This design comes from an exercise in tuning for small area and a short achievable clock period on the open sky130 flow, not from production work. The RTL was checked by simulation tests, not by an equivalence proof against the original design. Power is estimated from default activity; no workload was simulated.

## run A
## tod_core
module tod_core #(parameter TIME_WIDTH_SUB_NS=20, TIME_WIDTH_NS=32, TIME_WIDTH_SEC=48) (
    input clk,
    input rst_n,
    input set_init_time,  
    input set_offset_time,  
    input plus_offset_time,  
    input wire [TIME_WIDTH_SUB_NS-1:0] init_time_sub_ns,
    input wire [TIME_WIDTH_NS-1:0] init_time_ns,
    input wire [TIME_WIDTH_SEC-1:0] init_time_sec,
    input wire [TIME_WIDTH_SUB_NS-1:0] offset_time_sub_ns,
    input wire [TIME_WIDTH_NS-1:0] offset_time_ns,  
    input wire [TIME_WIDTH_SUB_NS-1:0] incr_time_sub_ns,
    input wire [TIME_WIDTH_NS-1:0] incr_time_ns,
    output reg [TIME_WIDTH_SUB_NS-1:0] time_sub_ns,
    output reg [TIME_WIDTH_NS-1:0] time_ns,
    output reg [TIME_WIDTH_SEC-1:0] time_sec
);
Size in the first run: about 1500 cells after synthesis, ~100 flip-flops, roughly 310 I/O pins, about 10000 um^2 of cells after synthesis.
==> flow/config.mk <==
export PLATFORM = sky130hd
export DESIGN_NAME = tod_core
export DESIGN_NICKNAME = tod_core
export VERILOG_FILES = /design/flow/design.v
export SDC_FILE = /design/flow/constraint.sdc
export NUM_CORES = 4
export LEC_CHECK = 0
export CAP_MARGIN = 20
export CORE_MARGIN = 2
export CORE_UTILIZATION = 55
export SLEW_MARGIN = 20
==> flow/constraint.sdc <==
create_clock -name core_clock -period 18.0 [get_ports {clk}]
set_input_delay 3.6000 -clock core_clock [delete_from_list [all_inputs] [get_ports {clk}]]
set_output_delay 3.6000 -clock core_clock [all_outputs]
set_load 0.01 [all_outputs]
standard.sh (not shown) runs the stock make flow with config.mk's settings and CLKGATE_MAP_FILE= SYNTH_SCRIPT=/design/flow/synth_recipe.tcl, a recipe that flattens the netlist after the stock synthesis.
==> flow/flow/run.sh <==
#!/bin/bash
# The standard layout (standard.sh), with three changes to how it is made:
# - synthesis maps all logic with flow/abc.script, an area-oriented ABC script (see flow/synth.tcl);
# - the port buffers use the smallest buffer cell instead of buffer_ports' default;
# - repair_timing works towards a setup slack of 10.25 ns at the design's clock period.
# - extra ORFS settings: "SYNTH_KEEP_MODULES=tod_aoi21 tod_oai21 tod_nand2 tod_nor2 tod_aoi22 tod_aoi222" (SYNTH_KEEP_MODULES keeps the one-gate blocks of
#   rtl/tod_core.v apart in synthesis, so each maps to one library gate).
# The output of every step goes to standard.log here (ORFS's own per-step logs stay in orfs/logs).
set -euo pipefail
export FLOW_ABC_SCRIPT=$PWD/flow/abc.script
bash standard.sh SYNTH_SCRIPT=$PWD/flow/synth.tcl "BUFFER_PORTS_ARGS=-buffer_cell sky130_fd_sc_hd__buf_1" SETUP_SLACK_MARGIN=10.25 "SYNTH_KEEP_MODULES=tod_aoi21 tod_oai21 tod_nand2 tod_nor2 tod_aoi22 tod_aoi222" finish > standard.log 2>&1
==> flow/flow/abc.script <==
&get -n
&st
&dch -f
&nf -a
&put
==> flow/flow/synth.tcl <==
# synth_recipe.tcl (the standard synthesis) with two changes: ABC maps with
# flow/abc.script in place of ORFS's abc_speed.script, and full and half adders
# are not extracted into fa/ha cells first (ABC maps that logic with the rest).
# Everything else, including the register names and cells, is as in the
# standard synthesis.
proc synth {args} { yosys synth -nofsm -noshare {*}$args }
proc extract_fa {args} { }
proc abc {args} {
  set i [lsearch -exact $args -script]
  if { $i >= 0 } {
    set args [lreplace $args [expr {$i + 1}] [expr {$i + 1}] $::env(FLOW_ABC_SCRIPT)]
  }
  yosys abc {*}$args
}
source $::env(SCRIPTS_DIR)/synth.tcl
# left out here: clear keep_hierarchy, flatten, clean up, hide names made inside functions, write 1_2_yosys.v
Modified inputs, run B compared to run A
--- a/flow/config.mk
+++ b/flow/config.mk
@@ -9,3 +9,3 @@
 export CORE_MARGIN = 2
-export CORE_UTILIZATION = 55
+export CORE_UTILIZATION = 60
 export SLEW_MARGIN = 20
### Flow results
Setup slack of the most critical reg-to-reg path in run B vs run A: up 0.08 ns
Sort run B and run A by non-clock buffer contribution to total cell area desc -> top: run B
Run B vs run A: clock-buffer cell count up in run B
On multi-input logic cell count, run B and run A are neck and neck.
From run B to run A, count of inverters other than clock inverters in the layout did not move at all.
Higher number of global-route vias before repair was reported by run A, not run B.
Between run B and run A, the clock network power is lower for run B.
Relative to run A, worst setup slack has increased by 0.077 ns in run B.
Cmp run B vs run A: aggregate global-route resource usage higher in run B
Setup changes, run B to run C
--- a/flow/flow/run.sh
+++ b/flow/flow/run.sh
@@ -4,3 +4,3 @@
 # - the port buffers use the smallest buffer cell instead of buffer_ports' default;
-# - repair_timing works towards a setup slack of 10.25 ns at the design's clock period.
+# - repair_timing works towards a setup slack of 10.35 ns at the design's clock period.
 # - extra ORFS settings: "SYNTH_KEEP_MODULES=tod_aoi21 tod_oai21 tod_nand2 tod_nor2 tod_aoi22 tod_aoi222" (SYNTH_KEEP_MODULES keeps the one-gate blocks of
@@ -10,2 +10,2 @@
 export FLOW_ABC_SCRIPT=$PWD/flow/abc.script
-bash standard.sh SYNTH_SCRIPT=$PWD/flow/synth.tcl "BUFFER_PORTS_ARGS=-buffer_cell sky130_fd_sc_hd__buf_1" SETUP_SLACK_MARGIN=10.25 "SYNTH_KEEP_MODULES=tod_aoi21 tod_oai21 tod_nand2 tod_nor2 tod_aoi22 tod_aoi222" finish > standard.log 2>&1
+bash standard.sh SYNTH_SCRIPT=$PWD/flow/synth.tcl "BUFFER_PORTS_ARGS=-buffer_cell sky130_fd_sc_hd__buf_1" SETUP_SLACK_MARGIN=10.35 "SYNTH_KEEP_MODULES=tod_aoi21 tod_oai21 tod_nand2 tod_nor2 tod_aoi22 tod_aoi222" finish > standard.log 2>&1
--- a/flow/config.mk
+++ b/flow/config.mk
@@ -9,3 +9,3 @@
 export CORE_MARGIN = 2
-export CORE_UTILIZATION = 60
+export CORE_UTILIZATION = 55
 export SLEW_MARGIN = 20
### Flow results
- Diff run B -> run C | count of filler cells inserted in the layout | up by more than 10%
- On critical path depth, run C and run B are neck and neck.
- Going from run B to run C, the worst supply voltage drop on vdd was found to have gone down by 15%.
- Total length of routed met2 wires: run C vs run B up 7.7%
- Run B -> run C: multi-input gate area in the final layout increased by a few percent
- When run C is set beside run B, its non-clock buffering overhead in the final layout turns out to be 1.4 points larger.
- Part of the total power dissipated in combinational logic: run C vs run B up 2.3 points
- Run C packs its core more loosely than run B.
- Of run C and run B, it is run C that has the higher routed wire length.

re-timing with driven ports:
The results above use ideal ports. As a check the final layouts listed here were re-extracted and re-timed, cells and wires unchanged. Step 1: set_driving_cell puts a clkbuf_16 on clk and a buf_2 on each other input, an assumption about the parent block. Step 2 adds t to the input delays and takes it off the output delays; t is the mean of the earliest and latest rising clock arrival at the registers after step 1. Input paths then give back, and output paths get back, about the clock's delay inside the block. Three values: no drivers, after step 1, after step 2; two values: the first two.
run	shift t [ns]	setup WS [ns]	hold slack, ns	worst setup path at the end	latest minus earliest clock arrival (ns)
run A	0.405	10.457 / 10.457 / 10.097	0.603 / 0.603 / 0.603	input to register	0.011 / 0.011
run B	0.402	10.534 / 10.534 / 10.136	0.633 / 0.633 / 0.633	input to register	0.015 / 0.014
run C	0.415	10.562 / 10.584 / 10.169	0.625 / 0.625 / 0.625	input to register	0.012 / 0.012
After both steps setup and hold are still met in every run listed. For run B, which loses most, drivers alone change the setup slack by 0.000 ns; drivers and shift together by -0.398 ns.
